This is an optimization exercise on Yosys and OpenROAD, whose aim is small area, a short achievable clock period and few clock cycles per item, not a production implementation.
Only the layout flow was run in this run; the RTL was not checked for function there.
Power and IR drop assume default switching activity.

### design.v
module CompMul(
	input [31:0] Multiplicand_input,
	input [31:0] Multiplier_input,
	input run,
	input rst,
	input clk,
	output ready,
	output [63:0] Product_output
	);
	reg [31:0] M;         
	reg [31:0] PL;        
	reg [31:0] S;         
	reg [31:0] C;         
	reg [3:0] LC;        
	reg CF;               
	reg iter, fin, done;
	reg [2:0] cnt;
	assign ready = done;
	assign Product_output = {S, PL};
	wire [4:0] lo_sum = {1'b0, PL[31:28]} + {1'b0, LC} + {4'd0, CF};
	wire lo_cout = lo_sum[4];
	wire [32:0] hi_sum = {S, 1'b1} + {C, lo_cout};
	wire [31:0] pp0 = M & {32{PL[0]}};
	wire [31:0] pp1 = M & {32{PL[1]}};
	wire [31:0] pp2 = M & {32{PL[2]}};
	wire [31:0] pp3 = M & {32{PL[3]}};
	wire hs0, hc0;
	HA u_hs0 (.a(C[2]), .b(S[2]), .s(hs0), .co(hc0));
	wire fs0, fc0;
	FA u_fs0 (.a(C[3]), .b(S[3]), .c(pp0[3]), .s(fs0), .co(fc0));
	wire hs1, hc1;
	HA u_hs1 (.a(pp1[2]), .b(pp2[1]), .s(hs1), .co(hc1));
	wire fs1, fc1;
	FA u_fs1 (.a(C[4]), .b(S[4]), .c(pp0[4]), .s(fs1), .co(fc1));
	wire fs2, fc2;
	FA u_fs2 (.a(pp1[3]), .b(pp2[2]), .c(pp3[1]), .s(fs2), .co(fc2));
	wire fs3, fc3;
	FA u_fs3 (.a(C[5]), .b(S[5]), .c(pp0[5]), .s(fs3), .co(fc3));
	wire fs4, fc4;
	FA u_fs4 (.a(pp1[4]), .b(pp2[3]), .c(pp3[2]), .s(fs4), .co(fc4));
	wire fs5, fc5;
	FA u_fs5 (.a(C[6]), .b(S[6]), .c(pp0[6]), .s(fs5), .co(fc5));
	wire fs6, fc6;
	FA u_fs6 (.a(pp1[5]), .b(pp2[4]), .c(pp3[3]), .s(fs6), .co(fc6));
	wire fs7, fc7;
	FA u_fs7 (.a(C[7]), .b(S[7]), .c(pp0[7]), .s(fs7), .co(fc7));
	wire fs8, fc8;
	FA u_fs8 (.a(pp1[6]), .b(pp2[5]), .c(pp3[4]), .s(fs8), .co(fc8));
	wire fs9, fc9;
	FA u_fs9 (.a(C[8]), .b(S[8]), .c(pp0[8]), .s(fs9), .co(fc9));
	wire fs10, fc10;
	FA u_fs10 (.a(pp1[7]), .b(pp2[6]), .c(pp3[5]), .s(fs10), .co(fc10));
	wire fs11, fc11;
	FA u_fs11 (.a(C[9]), .b(S[9]), .c(pp0[9]), .s(fs11), .co(fc11));
	wire fs12, fc12;
	FA u_fs12 (.a(pp1[8]), .b(pp2[7]), .c(pp3[6]), .s(fs12), .co(fc12));
	wire fs13, fc13;
	FA u_fs13 (.a(C[10]), .b(S[10]), .c(pp0[10]), .s(fs13), .co(fc13));
	wire fs14, fc14;
	FA u_fs14 (.a(pp1[9]), .b(pp2[8]), .c(pp3[7]), .s(fs14), .co(fc14));
	wire fs15, fc15;
	FA u_fs15 (.a(C[11]), .b(S[11]), .c(pp0[11]), .s(fs15), .co(fc15));
	wire fs16, fc16;
	FA u_fs16 (.a(pp1[10]), .b(pp2[9]), .c(pp3[8]), .s(fs16), .co(fc16));
	wire fs17, fc17;
	FA u_fs17 (.a(C[12]), .b(S[12]), .c(pp0[12]), .s(fs17), .co(fc17));
	wire fs18, fc18;
	FA u_fs18 (.a(pp1[11]), .b(pp2[10]), .c(pp3[9]), .s(fs18), .co(fc18));
	wire fs19, fc19;
	FA u_fs19 (.a(C[13]), .b(S[13]), .c(pp0[13]), .s(fs19), .co(fc19));
	wire fs20, fc20;
	FA u_fs20 (.a(pp1[12]), .b(pp2[11]), .c(pp3[10]), .s(fs20), .co(fc20));
	wire fs21, fc21;
	FA u_fs21 (.a(C[14]), .b(S[14]), .c(pp0[14]), .s(fs21), .co(fc21));
	wire fs22, fc22;
	FA u_fs22 (.a(pp1[13]), .b(pp2[12]), .c(pp3[11]), .s(fs22), .co(fc22));
	wire fs23, fc23;
	FA u_fs23 (.a(C[15]), .b(S[15]), .c(pp0[15]), .s(fs23), .co(fc23));
	wire fs24, fc24;
	FA u_fs24 (.a(pp1[14]), .b(pp2[13]), .c(pp3[12]), .s(fs24), .co(fc24));
	wire fs25, fc25;
	FA u_fs25 (.a(C[16]), .b(S[16]), .c(pp0[16]), .s(fs25), .co(fc25));
	wire fs26, fc26;
	FA u_fs26 (.a(pp1[15]), .b(pp2[14]), .c(pp3[13]), .s(fs26), .co(fc26));
	wire fs27, fc27;
	FA u_fs27 (.a(C[17]), .b(S[17]), .c(pp0[17]), .s(fs27), .co(fc27));
	wire fs28, fc28;
	FA u_fs28 (.a(pp1[16]), .b(pp2[15]), .c(pp3[14]), .s(fs28), .co(fc28));
	wire fs29, fc29;
	FA u_fs29 (.a(C[18]), .b(S[18]), .c(pp0[18]), .s(fs29), .co(fc29));
	wire fs30, fc30;
	FA u_fs30 (.a(pp1[17]), .b(pp2[16]), .c(pp3[15]), .s(fs30), .co(fc30));
	wire fs31, fc31;
	FA u_fs31 (.a(C[19]), .b(S[19]), .c(pp0[19]), .s(fs31), .co(fc31));
	wire fs32, fc32;
	FA u_fs32 (.a(pp1[18]), .b(pp2[17]), .c(pp3[16]), .s(fs32), .co(fc32));
	wire fs33, fc33;
	FA u_fs33 (.a(C[20]), .b(S[20]), .c(pp0[20]), .s(fs33), .co(fc33));
	wire fs34, fc34;
	FA u_fs34 (.a(pp1[19]), .b(pp2[18]), .c(pp3[17]), .s(fs34), .co(fc34));
	wire fs35, fc35;
	FA u_fs35 (.a(C[21]), .b(S[21]), .c(pp0[21]), .s(fs35), .co(fc35));
	wire fs36, fc36;
	FA u_fs36 (.a(pp1[20]), .b(pp2[19]), .c(pp3[18]), .s(fs36), .co(fc36));
	wire fs37, fc37;
	FA u_fs37 (.a(C[22]), .b(S[22]), .c(pp0[22]), .s(fs37), .co(fc37));
	wire fs38, fc38;
	FA u_fs38 (.a(pp1[21]), .b(pp2[20]), .c(pp3[19]), .s(fs38), .co(fc38));
	wire fs39, fc39;
	FA u_fs39 (.a(C[23]), .b(S[23]), .c(pp0[23]), .s(fs39), .co(fc39));
	wire fs40, fc40;
	FA u_fs40 (.a(pp1[22]), .b(pp2[21]), .c(pp3[20]), .s(fs40), .co(fc40));
	wire fs41, fc41;
	FA u_fs41 (.a(C[24]), .b(S[24]), .c(pp0[24]), .s(fs41), .co(fc41));
	wire fs42, fc42;
	FA u_fs42 (.a(pp1[23]), .b(pp2[22]), .c(pp3[21]), .s(fs42), .co(fc42));
	wire fs43, fc43;
	FA u_fs43 (.a(C[25]), .b(S[25]), .c(pp0[25]), .s(fs43), .co(fc43));
	wire fs44, fc44;
	FA u_fs44 (.a(pp1[24]), .b(pp2[23]), .c(pp3[22]), .s(fs44), .co(fc44));
	wire fs45, fc45;
	FA u_fs45 (.a(C[26]), .b(S[26]), .c(pp0[26]), .s(fs45), .co(fc45));
	wire fs46, fc46;
	FA u_fs46 (.a(pp1[25]), .b(pp2[24]), .c(pp3[23]), .s(fs46), .co(fc46));
	wire fs47, fc47;
	FA u_fs47 (.a(C[27]), .b(S[27]), .c(pp0[27]), .s(fs47), .co(fc47));
	wire fs48, fc48;
	FA u_fs48 (.a(pp1[26]), .b(pp2[25]), .c(pp3[24]), .s(fs48), .co(fc48));
	wire fs49, fc49;
	FA u_fs49 (.a(C[28]), .b(S[28]), .c(pp0[28]), .s(fs49), .co(fc49));
	wire fs50, fc50;
	FA u_fs50 (.a(pp1[27]), .b(pp2[26]), .c(pp3[25]), .s(fs50), .co(fc50));
	wire fs51, fc51;
	FA u_fs51 (.a(C[29]), .b(S[29]), .c(pp0[29]), .s(fs51), .co(fc51));
	wire fs52, fc52;
	FA u_fs52 (.a(pp1[28]), .b(pp2[27]), .c(pp3[26]), .s(fs52), .co(fc52));
	wire fs53, fc53;
	FA u_fs53 (.a(C[30]), .b(S[30]), .c(pp0[30]), .s(fs53), .co(fc53));
	wire fs54, fc54;
	FA u_fs54 (.a(pp1[29]), .b(pp2[28]), .c(pp3[27]), .s(fs54), .co(fc54));
	wire fs55, fc55;
	FA u_fs55 (.a(C[31]), .b(S[31]), .c(pp0[31]), .s(fs55), .co(fc55));
	wire fs56, fc56;
	FA u_fs56 (.a(pp1[30]), .b(pp2[29]), .c(pp3[28]), .s(fs56), .co(fc56));
	wire hs2, hc2;
	HA u_hs2 (.a(pp1[31]), .b(pp2[30]), .s(hs2), .co(hc2));
	wire hs3, hc3;
	HA u_hs3 (.a(C[1]), .b(S[1]), .s(hs3), .co(hc3));
	wire fs57, fc57;
	FA u_fs57 (.a(hs0), .b(pp0[2]), .c(pp1[1]), .s(fs57), .co(fc57));
	wire fs58, fc58;
	FA u_fs58 (.a(hc0), .b(pp3[0]), .c(hs1), .s(fs58), .co(fc58));
	wire fs59, fc59;
	FA u_fs59 (.a(hc1), .b(fc0), .c(fs1), .s(fs59), .co(fc59));
	wire fs60, fc60;
	FA u_fs60 (.a(fc1), .b(fc2), .c(fs3), .s(fs60), .co(fc60));
	wire fs61, fc61;
	FA u_fs61 (.a(fc3), .b(fc4), .c(fs5), .s(fs61), .co(fc61));
	wire fs62, fc62;
	FA u_fs62 (.a(fc5), .b(fc6), .c(fs7), .s(fs62), .co(fc62));
	wire fs63, fc63;
	FA u_fs63 (.a(fc7), .b(fc8), .c(fs10), .s(fs63), .co(fc63));
	wire fs64, fc64;
	FA u_fs64 (.a(fc10), .b(fc9), .c(fs11), .s(fs64), .co(fc64));
	wire fs65, fc65;
	FA u_fs65 (.a(fc11), .b(fc12), .c(fs13), .s(fs65), .co(fc65));
	wire fs66, fc66;
	FA u_fs66 (.a(fc13), .b(fc14), .c(fs15), .s(fs66), .co(fc66));
	wire fs67, fc67;
	FA u_fs67 (.a(fc15), .b(fc16), .c(fs17), .s(fs67), .co(fc67));
	wire fs68, fc68;
	FA u_fs68 (.a(fc17), .b(fc18), .c(fs19), .s(fs68), .co(fc68));
	wire fs69, fc69;
	FA u_fs69 (.a(fc19), .b(fc20), .c(fs21), .s(fs69), .co(fc69));
	wire fs70, fc70;
	FA u_fs70 (.a(fc21), .b(fc22), .c(fs23), .s(fs70), .co(fc70));
	wire fs71, fc71;
	FA u_fs71 (.a(fc23), .b(fc24), .c(fs25), .s(fs71), .co(fc71));
	wire fs72, fc72;
	FA u_fs72 (.a(fc25), .b(fc26), .c(fs27), .s(fs72), .co(fc72));
	wire fs73, fc73;
	FA u_fs73 (.a(fc27), .b(fc28), .c(fs29), .s(fs73), .co(fc73));
	wire fs74, fc74;
	FA u_fs74 (.a(fc29), .b(fc30), .c(fs31), .s(fs74), .co(fc74));
	wire fs75, fc75;
	FA u_fs75 (.a(fc31), .b(fc32), .c(fs33), .s(fs75), .co(fc75));
	wire fs76, fc76;
	FA u_fs76 (.a(fc33), .b(fc34), .c(fs35), .s(fs76), .co(fc76));
	wire fs77, fc77;
	FA u_fs77 (.a(fc35), .b(fc36), .c(fs37), .s(fs77), .co(fc77));
	wire fs78, fc78;
	FA u_fs78 (.a(fc37), .b(fc38), .c(fs39), .s(fs78), .co(fc78));
	wire fs79, fc79;
	FA u_fs79 (.a(fc39), .b(fc40), .c(fs41), .s(fs79), .co(fc79));
	wire fs80, fc80;
	FA u_fs80 (.a(fc41), .b(fc42), .c(fs43), .s(fs80), .co(fc80));
	wire fs81, fc81;
	FA u_fs81 (.a(fc43), .b(fc44), .c(fs45), .s(fs81), .co(fc81));
	wire fs82, fc82;
	FA u_fs82 (.a(fc45), .b(fc46), .c(fs47), .s(fs82), .co(fc82));
	wire fs83, fc83;
	FA u_fs83 (.a(fc47), .b(fc48), .c(fs49), .s(fs83), .co(fc83));
	wire fs84, fc84;
	FA u_fs84 (.a(fc49), .b(fc50), .c(fs51), .s(fs84), .co(fc84));
	wire fs85, fc85;
	FA u_fs85 (.a(fc51), .b(fc52), .c(fs53), .s(fs85), .co(fc85));
	wire fs86, fc86;
	FA u_fs86 (.a(fc53), .b(fc54), .c(fs55), .s(fs86), .co(fc86));
	wire fs87, fc87;
	FA u_fs87 (.a(pp3[29]), .b(hs2), .c(fc55), .s(fs87), .co(fc87));
	wire hs4, hc4;
	HA u_hs4 (.a(pp2[31]), .b(pp3[30]), .s(hs4), .co(hc4));
	wire hs5, hc5;
	HA u_hs5 (.a(C[0]), .b(S[0]), .s(hs5), .co(hc5));
	wire fs88, fc88;
	FA u_fs88 (.a(hs3), .b(pp0[1]), .c(pp1[0]), .s(fs88), .co(fc88));
	wire fs89, fc89;
	FA u_fs89 (.a(hc3), .b(pp2[0]), .c(fs57), .s(fs89), .co(fc89));
	wire fs90, fc90;
	FA u_fs90 (.a(fc57), .b(fs0), .c(fs58), .s(fs90), .co(fc90));
	wire fs91, fc91;
	FA u_fs91 (.a(fs2), .b(fc58), .c(fs59), .s(fs91), .co(fc91));
	wire fs92, fc92;
	FA u_fs92 (.a(fs4), .b(fc59), .c(fs60), .s(fs92), .co(fc92));
	wire fs93, fc93;
	FA u_fs93 (.a(fs6), .b(fc60), .c(fs61), .s(fs93), .co(fc93));
	wire fs94, fc94;
	FA u_fs94 (.a(fs8), .b(fc61), .c(fs62), .s(fs94), .co(fc94));
	wire fs95, fc95;
	FA u_fs95 (.a(fs9), .b(fc62), .c(fs63), .s(fs95), .co(fc95));
	wire fs96, fc96;
	FA u_fs96 (.a(fs12), .b(fc63), .c(fs64), .s(fs96), .co(fc96));
	wire fs97, fc97;
	FA u_fs97 (.a(fs14), .b(fc64), .c(fs65), .s(fs97), .co(fc97));
	wire fs98, fc98;
	FA u_fs98 (.a(fs16), .b(fc65), .c(fs66), .s(fs98), .co(fc98));
	wire fs99, fc99;
	FA u_fs99 (.a(fs18), .b(fc66), .c(fs67), .s(fs99), .co(fc99));
	wire fs100, fc100;
	FA u_fs100 (.a(fs20), .b(fc67), .c(fs68), .s(fs100), .co(fc100));
	wire fs101, fc101;
	FA u_fs101 (.a(fs22), .b(fc68), .c(fs69), .s(fs101), .co(fc101));
	wire fs102, fc102;
	FA u_fs102 (.a(fs24), .b(fc69), .c(fs70), .s(fs102), .co(fc102));
	wire fs103, fc103;
	FA u_fs103 (.a(fs26), .b(fc70), .c(fs71), .s(fs103), .co(fc103));
	wire fs104, fc104;
	FA u_fs104 (.a(fs28), .b(fc71), .c(fs72), .s(fs104), .co(fc104));
	wire fs105, fc105;
	FA u_fs105 (.a(fs30), .b(fc72), .c(fs73), .s(fs105), .co(fc105));
	wire fs106, fc106;
	FA u_fs106 (.a(fs32), .b(fc73), .c(fs74), .s(fs106), .co(fc106));
	wire fs107, fc107;
	FA u_fs107 (.a(fs34), .b(fc74), .c(fs75), .s(fs107), .co(fc107));
	wire fs108, fc108;
	FA u_fs108 (.a(fs36), .b(fc75), .c(fs76), .s(fs108), .co(fc108));
	wire fs109, fc109;
	FA u_fs109 (.a(fs38), .b(fc76), .c(fs77), .s(fs109), .co(fc109));
	wire fs110, fc110;
	FA u_fs110 (.a(fs40), .b(fc77), .c(fs78), .s(fs110), .co(fc110));
	wire fs111, fc111;
	FA u_fs111 (.a(fs42), .b(fc78), .c(fs79), .s(fs111), .co(fc111));
	wire fs112, fc112;
	FA u_fs112 (.a(fs44), .b(fc79), .c(fs80), .s(fs112), .co(fc112));
	wire fs113, fc113;
	FA u_fs113 (.a(fs46), .b(fc80), .c(fs81), .s(fs113), .co(fc113));
	wire fs114, fc114;
	FA u_fs114 (.a(fs48), .b(fc81), .c(fs82), .s(fs114), .co(fc114));
	wire fs115, fc115;
	FA u_fs115 (.a(fs50), .b(fc82), .c(fs83), .s(fs115), .co(fc115));
	wire fs116, fc116;
	FA u_fs116 (.a(fs52), .b(fc83), .c(fs84), .s(fs116), .co(fc116));
	wire fs117, fc117;
	FA u_fs117 (.a(fs54), .b(fc84), .c(fs85), .s(fs117), .co(fc117));
	wire fs118, fc118;
	FA u_fs118 (.a(fs56), .b(fc85), .c(fs86), .s(fs118), .co(fc118));
	wire fs119, fc119;
	FA u_fs119 (.a(fc56), .b(fc86), .c(fs87), .s(fs119), .co(fc119));
	wire fs120, fc120;
	FA u_fs120 (.a(hc2), .b(hs4), .c(fc87), .s(fs120), .co(fc120));
	wire hs6, hc6;
	HA u_hs6 (.a(pp3[31]), .b(hc4), .s(hs6), .co(hc6));
	wire [35:0] TS = {hc6, fc120, fc119, fc118, fc117, fc116, fc115, fc114, fc113, fc112, fc111, fc110, fc109, fc108, fc107, fc106, fc105, fc104, fc103, fc102, fc101, fc100, fc99, fc98, fc97, fc96, fc95, fc94, fc93, fc92, fc91, fc90, fc89, fc88, hc5, hs5};
	wire [35:0] TC = {1'b0, hs6, fs120, fs119, fs118, fs117, fs116, fs115, fs114, fs113, fs112, fs111, fs110, fs109, fs108, fs107, fs106, fs105, fs104, fs103, fs102, fs101, fs100, fs99, fs98, fs97, fs96, fs95, fs94, fs93, fs92, fs91, fs90, fs89, fs88, pp0[0]};
	always @(posedge clk or posedge rst) begin
		if (rst) begin
			iter <= 1'b0;
			fin <= 1'b0;
			done <= 1'b0;
			cnt <= 3'd0;
			S <= 32'd0;
		end else begin
			if (iter) S <= TS[35:4];
			else S <= hi_sum[32:1];
			if (!iter && !fin && !done) begin
				if (run) iter <= 1'b1;
				cnt <= 3'd0;
			end else if (iter) begin
				cnt <= cnt + 3'd1;
				if (cnt == 3'd7) begin
					iter <= 1'b0;
					fin <= 1'b1;
				end
			end else if (fin) begin
				fin <= 1'b0;
				done <= 1'b1;
			end
		end
	end
	always @(posedge clk) begin
		M <= Multiplicand_input;
		C <= iter ? TC[35:4] : 32'd0;
		LC <= iter ? TC[3:0] : 4'd0;
		CF <= iter & lo_cout;
		if (iter) PL <= {TS[3:0], lo_sum[3:0], PL[27:4]};
		else if (fin || done) PL[31:28] <= lo_sum[3:0];
		else PL <= Multiplier_input;
	end
endmodule
module FA(input a, input b, input c, output s, output co);
	assign s = a ^ b ^ c;
	assign co = (a & b) | (a & c) | (b & c);
endmodule
module HA(input a, input b, output s, output co);
	assign s = a ^ b;
	assign co = a & b;
endmodule
### constraint.sdc
create_clock -name core_clock -period 10.0 [get_ports {clk}]
set_input_delay 2.0000 -clock core_clock [delete_from_list [all_inputs] [get_ports {clk}]]
set_output_delay 2.0000 -clock core_clock [all_outputs]
set_load 0.01 [all_outputs]
### config.mk
export PLATFORM = sky130hd
export DESIGN_NAME = CompMul
export DESIGN_NICKNAME = CompMul
export VERILOG_FILES = /design/flow/design.v
export SDC_FILE = /design/flow/constraint.sdc
export NUM_CORES = 4
export LEC_CHECK = 0
export CAP_MARGIN = 20
export CORE_MARGIN = 2
export CORE_UTILIZATION = 40
export SLEW_MARGIN = 20
export SYNTH_HIERARCHICAL = 1
export SYNTH_MINIMUM_KEEP_SIZE = 0
### run.sh
#!/bin/bash
# synth_recipe.tcl (not shown) runs the flow's synth.tcl, then flattens the netlist and writes it again
# the make line also repeats each setting of config.mk as NAME=value (left out here)
make -C /OpenROAD-flow-scripts/flow DESIGN_CONFIG=/design/flow/config.mk WORK_HOME=/design/flow/orfs CLKGATE_MAP_FILE= SYNTH_SCRIPT=/design/flow/synth_recipe.tcl finish
==> reports/summary.txt <==
CLOCK TREE
--------------------------------------------------------------------------------------------------------
Buffer cell driving the clock tree root ...................................................    clkbuf_16
H-tree depth ..............................................................................            4
Post-CTS Resized ..........................................................................            0
Buffer count from post-CTS setup fixing ...................................................            0
TritonCTS Buffers .........................................................................           17
Hold_buf cts ..............................................................................            0
Maximum count of clock buffers along a single path ........................................            2
Post-CTS clock slew at the launch and capture registers of the worst setup and hold paths .        70 ps
Clock insertion delay at the later pin of the skew report .................................       440 ps
Total number of clock tree sinks ..........................................................          138
CTS tree ..................................................................................          yes

GRT
--------------------------------------------------------------------------------------------------------
Overflow left after global routing ........................................................            0
Number of antenna violations at the first check in global routing .........................            0
Global-route usage over all layers ........................................................        18.8%
Pin count of the biggest net entering global routing ......................................           70
First-pass GRT wire length ................................................................      38.5 mm
Vias in the first global route ............................................................         7353

TIMING
--------------------------------------------------------------------------------------------------------
Worst rel slew slack ......................................................................        48.8%
Setup repair after global routing missed its margin .......................................        false
Share of the cycle needed by the critical path after routing ..............................        39.9%
Hold Violations, Final ....................................................................            0
Worst hold slack across all endpoints .....................................................       495 ps
Fin. max-slew vios ........................................................................            0
Worst-margin pin slew .....................................................................       767 ps
Post-route setup TNS ......................................................................         0 ps
Clock Skews ...............................................................................      19.7 ps
Final setup margin ........................................................................      6010 ps
Final min period ..........................................................................      3990 ps
Maximum clock rate ........................................................................    0.251 GHz
Final count of negative-setup-slack endpoints .............................................            0

FLOORPLANNING
--------------------------------------------------------------------------------------------------------
Total die area ............................................................................   0.0255 mm²
Number of top-level pins ..................................................................          132
Number of rows created at floorplan .......................................................           56
Die X-Extent ..............................................................................       160 µm
Vertical die dimension ....................................................................       160 µm
Initial core utilization ..................................................................        41.0%
Core outline area .........................................................................   0.0236 mm²

PLACED DESIGN
--------------------------------------------------------------------------------------------------------
Post-DP HPWL ..............................................................................      17.0 mm
Port Buffer Count .........................................................................          131
Worst setup timing slack at the placement stage ...........................................      6430 ps
Cell count after placement ................................................................         1290
Final weighted congestion in routability-driven placement .................................        0.818
Area post-placement .......................................................................   0.0113 mm²

CRITICAL PATH
--------------------------------------------------------------------------------------------------------
Cells on worst reg2reg path ...............................................................           14
Nature of the critical path endpoint ......................................................   output pin
CP Data Required Time .....................................................................      8000 ps
Flop-to-flop setup slack ..................................................................      6390 ps
Startpoint class of the critical path .....................................................     register
Kind of critical path ..................................................................... register to output pin
Data arrival time of the critical path ....................................................      1990 ps
Highest fanout seen on the critical path ..................................................           21
RR Endpoint ...............................................................................        S[17]
Worst r2r src .............................................................................       PL[28]

ROUTING
--------------------------------------------------------------------------------------------------------
Average wire per cell in the routed design ................................................      17.2 µm
Routed via count divided by cell count ....................................................         5.04
Remaining number of nets flagged by the antenna check after routing .......................            0
Number of iterations in the first detailed-routing pass ...................................            5
Overall routed net length .................................................................      22.8 mm
Total number of vias ......................................................................         6660
Count of routing violations after the opening detailed-route iteration ....................          286
Number of remaining DRC errors ............................................................            0

WORST HOLD PATH
--------------------------------------------------------------------------------------------------------
Hold depth ................................................................................            1
HP Start ..................................................................................       cnt[0]
Worst Hold Class .......................................................................... register to register
End point of the most critical hold path ..................................................       cnt[0]

POWER
--------------------------------------------------------------------------------------------------------
Fraction of power consumed by sequential logic ............................................        33.5%
Comb power frac ...........................................................................        36.6%
Power per Cell Area .......................................................................   184 mW/mm²
Reported leakage power ....................................................................      4.99 nW
Fraction of power spent switching nets ....................................................        37.2%
Share of power burned in the clock network ................................................        30.0%
Worst ir drop on vdd ......................................................................    0.0849 mV
Net switching power figure ................................................................     0.816 mW
Final total power .........................................................................      2.19 mW
Internal power ............................................................................      1.38 mW

SYNTHESIS
--------------------------------------------------------------------------------------------------------
Library cells used by synthesis ...........................................................           55
Sequential area share after synthesis .....................................................        33.4%
Synthesized netlist net count .............................................................         1104
Top-area cell type share of the netlist area ..............................................        25.6%
Main flop type after synthesis ............................................................      dfxtp_1
Post-synthesis cell type with the largest combined area ...................................         fa_1
Top post-synthesis cells by area .......................................................... fa_1 26%, dfxtp_1 15%, and2_1 11%
Combined area of all synthesized cells ....................................................  0.00968 mm²
Yosys warnings ............................................................................            7
Number of flops mapped to enable cells by yosys ...........................................           28
Async SR Flop Fraction ....................................................................        27.5%
Post-synthesis area per instance ..........................................................     11.1 µm²
Gate count after technology mapping .......................................................          870
Flip-flop and latch count after synthesis .................................................          138

FINAL LAYOUT
--------------------------------------------------------------------------------------------------------
Diode count ...............................................................................            0
Count of filler cells inserted in the layout ..............................................         2124
Commonest non-fill, non-tap cell in the layout ............................................       and2_1
Sequential standard cell area .............................................................  0.00324 mm²
Most frequent cells in the layout ......................................................... 163 x and2_1, 131 x clkdlybuf4s50_1, 124 x fa_1
Post-layout utilization of the core .......................................................        50.6%
Fin cells .................................................................................         1322
Layout cells sized above 1 ................................................................        7.68%
Fin nets ..................................................................................         1224
Area of the multi-input gates .............................................................  0.00625 mm²
Final non-filler cell area ................................................................   0.0119 mm²
Layout area overhead ......................................................................        23.4%

RUN STATUS
--------------------------------------------------------------------------------------------------------
Status .................................................................................... finished clean

JOB
--------------------------------------------------------------------------------------------------------
Number of maximum-capacitance violations ..................................................            0

==> modules after synthesis, one instance, submodules excluded <==
module,cells inside,cell area [µm²]
HA,1,12.5
FA,1,20.0
CompMul,742,7170
==> worst max-delay path: stages (launching register included) <==
cell	delay (ps)
edfxtp_1	770
buf_16	230
clkdlybuf4s50_1	550
==> registers in the layout, indices dropped and copies added (netlist names) <==
register and flops:
fin 1, PL 32, done 1, LC 4, C 31, CF 1
iter 1, cnt 3, M 32, S 32
==> worst max-delay path by stage <==
stage | startpoint | depth (start not counted) | end | slack, ps
finish | PL[1] | 2 | Product_output[1] | 6010
global route | PL[1] | 2 | Product_output[1] | 5950
CTS | PL[1] | 2 | Product_output[1] | 5990
detailed placement | PL[28] | 14 | S[29] | 6430
global placement | PL[1] | 1 | Product_output[1] | 6140
floorplan | PL[28] | 14 | S[17] | 6640
==> cell families (layout without fill, tap and decap cells) <==
family	after synthesis	in the layout	synth area share, %
AO/OA/AOI/OAI	159	159	11.1
XOR/XNOR	22	22	1.99
adder cells (fa/ha/maj)	167	167	31.2
buffers and inverters	51	184	1.99
flip-flops	138	138	33.4
multiplexers	32	32	3.68
other	1	1	0.0387
AND/OR/NAND/NOR	300	300	16.6
==> cell type report <==
class	count	area share [%]
clock buffer	17	3.56
clock inverter	15	1.64
inverter	15	0.471
multi-input combinational	681	52.4
sequential	138	27.1
tap	319	3.34
timing repair buffer	137	11.5
==> synth_stat cells (2+ instances only) <==
cell and number:
clkbuf_1 33, buf_1 2, o211ai_1 2, a311oi_1 4
a2111oi_4 3, a21oi_1 41, ha_1 43, mux2i_1 3
a22o_1 2, o21ai_1 2, and3_1 5, nand2_1 63
nand4_1 6, nand3_1 7, a211oi_1 4, o21ai_0 48
mux2_2 29, nor2_1 43, xor2_1 8, o31ai_1 8
dfxtp_1 72, o21a_1 5, nor3_1 6, o21bai_1 5
fa_1 124, a21o_1 15, dfrtp_1 38, o311a_1 2
a211o_1 3, nand2b_1 3, and2_1 163, inv_1 15
xnor2_1 14, edfxtp_1 28
==> power by group through the flow <==
| stage | logic, mW | registers, mW | clock network, mW |
|---|---|---|---|
| after global routing | 0.917 | 0.749 | 0.693 |
| after CTS | 0.816 | 0.739 | 0.672 |
| final | 0.803 | 0.734 | 0.658 |
| after floorplan | 0.473 | 0.748 | 0 |
| after global placement | 0.800 | 0.752 | 0 |
| after detailed placement | 0.804 | 0.751 | 0 |
==> per-layer routing <==
layer	GRT usage [%]	routed length (µm)	vias to the layer above	share of wire, %
met1	25.5	10500	3277	46
li1	-	-	3200	-
met2	30.2	10700	158	47
met3	4.79	1250	25	5.5
met4	5.12	303	0	1.3
met5	0	0	-	0

-- what the ideal ports hide --
In the flow no input, the clock included, has a driving cell. The finished layout below was timed again as built, in two steps. Step 1 assumes that a clkbuf_16 drives the clock port and a buf_2 every other input. Step 2 adds t to the input delays and takes it off the output delays; t is the mean of the earliest and latest rising clock arrival at the registers after step 1. Input paths then give back, and output paths get back, about the clock's delay inside the block. Three values: no drivers, after step 1, after step 2; two values: the first two.
t, ns: 0.476
slack for setup (ns): 6.013 / 5.967 / 6.395
hold WS [ns]: 0.495 / 0.495 / 0.495
slew at the worst register clock pin (ns): 0.08 / 0.08
After both steps this run still meets setup and hold. For this run, drivers alone change the setup slack by -0.046 ns; drivers and shift together by +0.382 ns.
